From an optimization exercise on the open Yosys and OpenROAD flow, aimed at small area, a short achievable clock period and few clock cycles per item; shortcuts taken in it are not production practice.
The RTL was checked by simulation tests, not by an equivalence proof against the original design.
Power is estimated from default activity; no workload was simulated.

==> module prince_core_data, before the edit <==
module prince_core_data (
    input  wire [191:0] state   ,
    input  wire [191:0] pt      ,
    input  wire [383:0] key     ,
    input  wire         s_i     ,
    input  wire         s_p0    ,
    input  wire         s_p1    ,
    input  wire         s_de    ,
    input  wire         s_f     ,
    input  wire         s_d     ,
    input  wire         s_ef    ,
    input  wire         s_o     ,
    input  wire [ 63:0] rc      ,
    output wire [191:0] nxt     ,
    output wire [191:0] ct
);
    localparam SBOX_NUMBER = 16;
    genvar j;
    wire [191:0] k0 = {key[383:320], key[255:192], key[127:64]};
    wire [191:0] k1 = {key[319:256], key[191:128], key[63:0]};
    wire [191:0] k0_end = {{key[320],key[383:322],(key[321] ^ key[383])},
        {key[192],key[255:194],(key[193] ^ key[255])},
        {key[64],key[127:66],(key[65] ^ key[127])}};
    wire [191:0] rck1 = {128'b0, rc} ^ k1;
    wire [191:0] h, p0, p1, u1, u5, w, w_sr, t, m, m_sr, v, d, e;
    generate
        for (j = 0; j < SBOX_NUMBER; j = j + 1) begin: nib
            Quadratic_294 Q (
                .x1(state[191-4*j -: 4]), .x2(state[127-4*j -: 4]), .x3(state[63-4*j -: 4]),
                .y1(h[191-4*j -: 4]), .y2(h[127-4*j -: 4]), .y3(h[63-4*j -: 4]));
        end
        for (j = 0; j < 3*SBOX_NUMBER; j = j + 1) begin: nsh
            nib_p0 P0 (.x(h[4*j +: 4]), .y(p0[4*j +: 4]));
            nib_p1 P1 (.x(h[4*j +: 4]), .y(p1[4*j +: 4]));
            nib_u1 U1 (.x(h[4*j +: 4]), .y(u1[4*j +: 4]));
            nib_u5 U5 (.x(h[4*j +: 4]), .y(u5[4*j +: 4]));
            nib_d4 D4 (.x(v[4*j +: 4]), .y(d[4*j +: 4]));
            nib_e6 E6 (.x(m[4*j +: 4]), .y(e[4*j +: 4]));
        end
        for (j = 0; j < 3; j = j + 1) begin: sh
            linear_m_inv  SRI (.data_in(w[191-64*j -: 64]), .data_out(w_sr[191-64*j -: 64]));
            linear_mprime MP  (.data_in(t[191-64*j -: 64]), .data_out(m[191-64*j -: 64]));
            linear_m      SR  (.data_in(m[191-64*j -: 64]), .data_out(m_sr[191-64*j -: 64]));
        end
    endgenerate
    assign w  = u5 ^ rck1;
    assign ct = w ^ k0_end;
    assign t  = ({192{s_de}} & u1) | ({192{s_f}} & w_sr);
    assign v  = m_sr ^ ({192{s_i}} & (pt ^ k0)) ^ rck1;
    assign nxt = ({192{s_p0}} & p0) | ({192{s_p1}} & p1) |
                 ({192{s_d}} & d) | ({192{s_ef}} & e) | ({192{s_o}} & ct);
endmodule
==> module prince_top, before the edit <==
module prince_top (
    input  wire         clk       ,
    input  wire         reset     ,
    input  wire         start     ,
    input  wire [191:0] plaintext ,
    input  wire [383:0] key       ,
    output reg          done      ,
    output wire [191:0] ciphertext
);
    reg  [191:0] shared_state;
    reg          busy;
    reg  [  2:0] pos;      
    reg  [ 11:0] layer;    
    reg          s_p0, s_p1, s_de, s_f, s_d, s_ef, s_o;
    wire [191:0] nxt;
    wire [ 63:0] rc;
    localparam [64*12-1:0] RCS = {
        64'hC0AC29B7C97C50DD, 64'hD3B5A399CA0C2399, 64'h64A51195E0E3610D,
        64'hC882D32F25323C54, 64'h85840851F1AC43AA, 64'h7EF84F78FD955CB1,
        64'h0000000000000000, 64'hBE5466CF34E90C6C, 64'h452821E638D01377,
        64'h082EFA98EC4E6C89, 64'hA4093822299F31D0, 64'h13198A2E03707344};
    genvar b, l;
    generate
        for (b = 0; b < 64; b = b + 1) begin: rcb
            wire [11:0] sel;
            for (l = 0; l < 12; l = l + 1) begin: rcl
                assign sel[l] = RCS[64*l + b] & layer[l];
            end
            assign rc[b] = |sel;
        end
    endgenerate
    prince_core_data d_prince_core (
        .state(shared_state),
        .pt   (plaintext   ),
        .key  (key         ),
        .s_i  (~busy       ),
        .s_p0 (s_p0        ),
        .s_p1 (s_p1        ),
        .s_de (s_de        ),
        .s_f  (s_f         ),
        .s_d  (s_d         ),
        .s_ef (s_ef        ),
        .s_o  (s_o         ),
        .rc   (rc          ),
        .nxt  (nxt         ),
        .ct   (            )
    );
    assign ciphertext = shared_state;
    always @(posedge clk) begin
        shared_state <= nxt;
    end
    wire        last    = busy & pos[2] & layer[11];
    wire        busy_n  = busy ? ~last : start;
    wire [ 2:0] pos_n   = busy ? {pos[1:0], pos[2]} : 3'b001;
    wire [11:0] layer_n = ~busy  ? {11'b0, start} :
                          last   ? 12'b0 :
                          pos[2] ? {layer[10:0], 1'b0} : layer;
    always @(posedge clk) begin
        if (reset) begin
            busy  <= 1'b0;
            done  <= 1'b0;
            pos   <= 3'b001;
            layer <= 12'b0;
            s_p0  <= 1'b0;
            s_p1  <= 1'b0;
            s_de  <= 1'b0;
            s_f   <= 1'b0;
            s_d   <= 1'b1;
            s_ef  <= 1'b0;
            s_o   <= 1'b0;
        end else begin
            busy  <= busy_n;
            done  <= last;
            pos   <= pos_n;
            layer <= layer_n;
            s_p0  <= busy_n & pos_n[0];
            s_p1  <= busy_n & pos_n[1];
            s_de  <= busy_n & pos_n[2] & (|layer_n[5:0]);
            s_f   <= busy_n & pos_n[2] & (|layer_n[11:6]);
            s_d   <= ~busy_n | (pos_n[2] & (|layer_n[4:0]));
            s_ef  <= busy_n & pos_n[2] & (|layer_n[10:5]);
            s_o   <= busy_n & pos_n[2] & layer_n[11];
        end
    end
endmodule
==> flow/config.mk <==
export PLATFORM = sky130hd
export DESIGN_NAME = prince_top
export DESIGN_NICKNAME = prince_top
export VERILOG_FILES = /design/flow/design.v
export SDC_FILE = /design/flow/constraint.sdc
export NUM_CORES = 4
export LEC_CHECK = 0
export CAP_MARGIN = 20
export CORE_MARGIN = 2
export CORE_UTILIZATION = 55
export SETUP_SLACK_MARGIN = 3.0
export SLEW_MARGIN = 20
==> flow/constraint.sdc <==
create_clock -name core_clock -period 6.5 [get_ports {clk}]
set_input_delay 1.3000 -clock core_clock [delete_from_list [all_inputs] [get_ports {clk}]]
set_output_delay 1.3000 -clock core_clock [all_outputs]
set_load 0.01 [all_outputs]
standard.sh (not shown) runs the stock make flow with config.mk's settings and CLKGATE_MAP_FILE= SYNTH_SCRIPT=/design/flow/synth_recipe.tcl, a recipe that flattens the netlist after the stock synthesis.
==> flow/flow/run.sh <==
#!/bin/bash
# Standard ORFS layout with two changes:
#  - synthesis maps the logic with flow/area.abc, an area-oriented ABC script,
#    in place of ORFS's speed script (everything else in the standard
#    synthesis, synth_recipe.tcl, is unchanged, so the registers are the same);
#  - the port buffers that buffer_ports inserts are the smallest plain buffer
#    (repair may still resize them).
set -euo pipefail
work=$(pwd)
{
  echo "proc abc {args} {"
  echo "  set i [lsearch -exact \$args -script]"
  echo "  if {\$i >= 0} { lset args [expr {\$i + 1}] $work/flow/area.abc }"
  echo "  yosys abc {*}\$args"
  echo "}"
  cat synth_recipe.tcl
} > own_synth.tcl
export BUFFER_PORTS_ARGS="-buffer_cell sky130_fd_sc_hd__buf_1"
bash standard.sh SYNTH_SCRIPT="$work/own_synth.tcl" finish > standard_flow.log 2>&1
==> flow/flow/area.abc <==
&get -n
&st
&dch
&nf
&put
The baseline passed the timing, design-rule and antenna checks.
Testbench counts at the start, summed over its fixed seeds: cycles 7,296, items 192.
Next try:
--- a/flow/design.v
+++ b/flow/design.v
@@ -267,9 +267,8 @@
     input  wire         s_de    ,
     input  wire         s_f     ,
     input  wire         s_d     ,
     input  wire         s_ef    ,
-    input  wire         s_o     ,
     input  wire [ 63:0] rc      ,
     output wire [191:0] nxt     ,
     output wire [191:0] ct
 );
@@ -306,9 +305,9 @@
     assign ct = w ^ k0_end;
     assign t  = ({192{s_de}} & u1) | ({192{s_f}} & w_sr);
     assign v  = m_sr ^ ({192{s_i}} & (pt ^ k0)) ^ rck1;
     assign nxt = ({192{s_p0}} & p0) | ({192{s_p1}} & p1) |
-                 ({192{s_d}} & d) | ({192{s_ef}} & e) | ({192{s_o}} & ct);
+                 ({192{s_d}} & d) | ({192{s_ef}} & e);
 endmodule
 module nib_p0 (input wire [3:0] x, output wire [3:0] y);
     assign y[3] = x[3] ^ x[0];
     assign y[2] = x[1] ^ x[0];
@@ -357,26 +356,35 @@
     reg  [191:0] shared_state;
     reg          busy;
     reg  [  2:0] pos;      
     reg  [ 11:0] layer;    
-    reg          s_p0, s_p1, s_de, s_f, s_d, s_ef, s_o;
+    reg          s_p0, s_p1, s_de, s_f, s_d, s_ef;
     wire [191:0] nxt;
     wire [ 63:0] rc;
+    wire        last    = busy & pos[2] & layer[11];
+    wire        busy_n  = busy ? ~last : start;
+    wire [ 2:0] pos_n   = busy ? {pos[1:0], pos[2]} : 3'b001;
+    wire [11:0] layer_n = ~busy  ? {11'b0, start} :
+                          last   ? 12'b0 :
+                          pos[2] ? {layer[10:0], 1'b0} : layer;
     localparam [64*12-1:0] RCS = {
         64'hC0AC29B7C97C50DD, 64'hD3B5A399CA0C2399, 64'h64A51195E0E3610D,
         64'hC882D32F25323C54, 64'h85840851F1AC43AA, 64'h7EF84F78FD955CB1,
         64'h0000000000000000, 64'hBE5466CF34E90C6C, 64'h452821E638D01377,
         64'h082EFA98EC4E6C89, 64'hA4093822299F31D0, 64'h13198A2E03707344};
+    reg  [63:0] rc_r;
+    wire [63:0] rc_n;
     genvar b, l;
     generate
         for (b = 0; b < 64; b = b + 1) begin: rcb
             wire [11:0] sel;
             for (l = 0; l < 12; l = l + 1) begin: rcl
-                assign sel[l] = RCS[64*l + b] & layer[l];
+                assign sel[l] = RCS[64*l + b] & layer_n[l];
             end
-            assign rc[b] = |sel;
+            assign rc_n[b] = |sel;
         end
     endgenerate
+    assign rc = rc_r;
     prince_core_data d_prince_core (
         .state(shared_state),
         .pt   (plaintext   ),
         .key  (key         ),
@@ -386,23 +394,15 @@
         .s_de (s_de        ),
         .s_f  (s_f         ),
         .s_d  (s_d         ),
         .s_ef (s_ef        ),
-        .s_o  (s_o         ),
         .rc   (rc          ),
         .nxt  (nxt         ),
-        .ct   (            )
+        .ct   (ciphertext  )
     );
-    assign ciphertext = shared_state;
     always @(posedge clk) begin
         shared_state <= nxt;
     end
-    wire        last    = busy & pos[2] & layer[11];
-    wire        busy_n  = busy ? ~last : start;
-    wire [ 2:0] pos_n   = busy ? {pos[1:0], pos[2]} : 3'b001;
-    wire [11:0] layer_n = ~busy  ? {11'b0, start} :
-                          last   ? 12'b0 :
-                          pos[2] ? {layer[10:0], 1'b0} : layer;
     always @(posedge clk) begin
         if (reset) begin
             busy  <= 1'b0;
             done  <= 1'b0;
@@ -413,20 +413,20 @@
             s_de  <= 1'b0;
             s_f   <= 1'b0;
             s_d   <= 1'b1;
             s_ef  <= 1'b0;
-            s_o   <= 1'b0;
+            rc_r  <= 64'b0;
         end else begin
             busy  <= busy_n;
-            done  <= last;
+            done  <= busy & pos[1] & layer[11];
             pos   <= pos_n;
             layer <= layer_n;
             s_p0  <= busy_n & pos_n[0];
             s_p1  <= busy_n & pos_n[1];
             s_de  <= busy_n & pos_n[2] & (|layer_n[5:0]);
             s_f   <= busy_n & pos_n[2] & (|layer_n[11:6]);
             s_d   <= ~busy_n | (pos_n[2] & (|layer_n[4:0]));
             s_ef  <= busy_n & pos_n[2] & (|layer_n[10:5]);
-            s_o   <= busy_n & pos_n[2] & layer_n[11];
+            rc_r  <= rc_n;
         end
     end
 endmodule
The new run produced a layout that fails on capacitance limit, slew limit.
Wire length grows by a few percent.
Power grows by well over a third.
Cell area grows by about a fifth.
Count of clock-buffer cells in the layout grows by 15.
Non-clock buffer count grows by 446.
Register-to-register slack loses 210 ps.
Testbench counts after the change, summed over its fixed seeds: cycles 7,104, items 192.

==> port drivers added, routing unchanged <==
No port has a modelled driver above. Below, the same layouts with a new extraction and two added sets of constraints.
Step 1 sets driving cells, clkbuf_16 on the clock port and buf_2 on the other inputs (assumed; they add their load-dependent delay and slew).
Step 2 moves the port delays by t, midway between the first and last clock arrival at a register: inputs arrive t later, outputs are due t later. That takes back most of the time a late clock gives input paths.
a / b / c = ideal / step 1 / step 2; a / b = the first two.
| run | t, ns | slack for setup (ns) | worst data-port slew with drivers (ns) |
|---|---|---|---|
| the first run | 0.690 | 2.908 / 2.908 / 2.291 | 0.13 |
| the second run | 0.649 | 2.635 / 2.565 / 2.193 | 0.14 |
The setup slack of the first run, which loses most, moves by 0.000 ns with the drivers and by -0.617 ns with both steps.
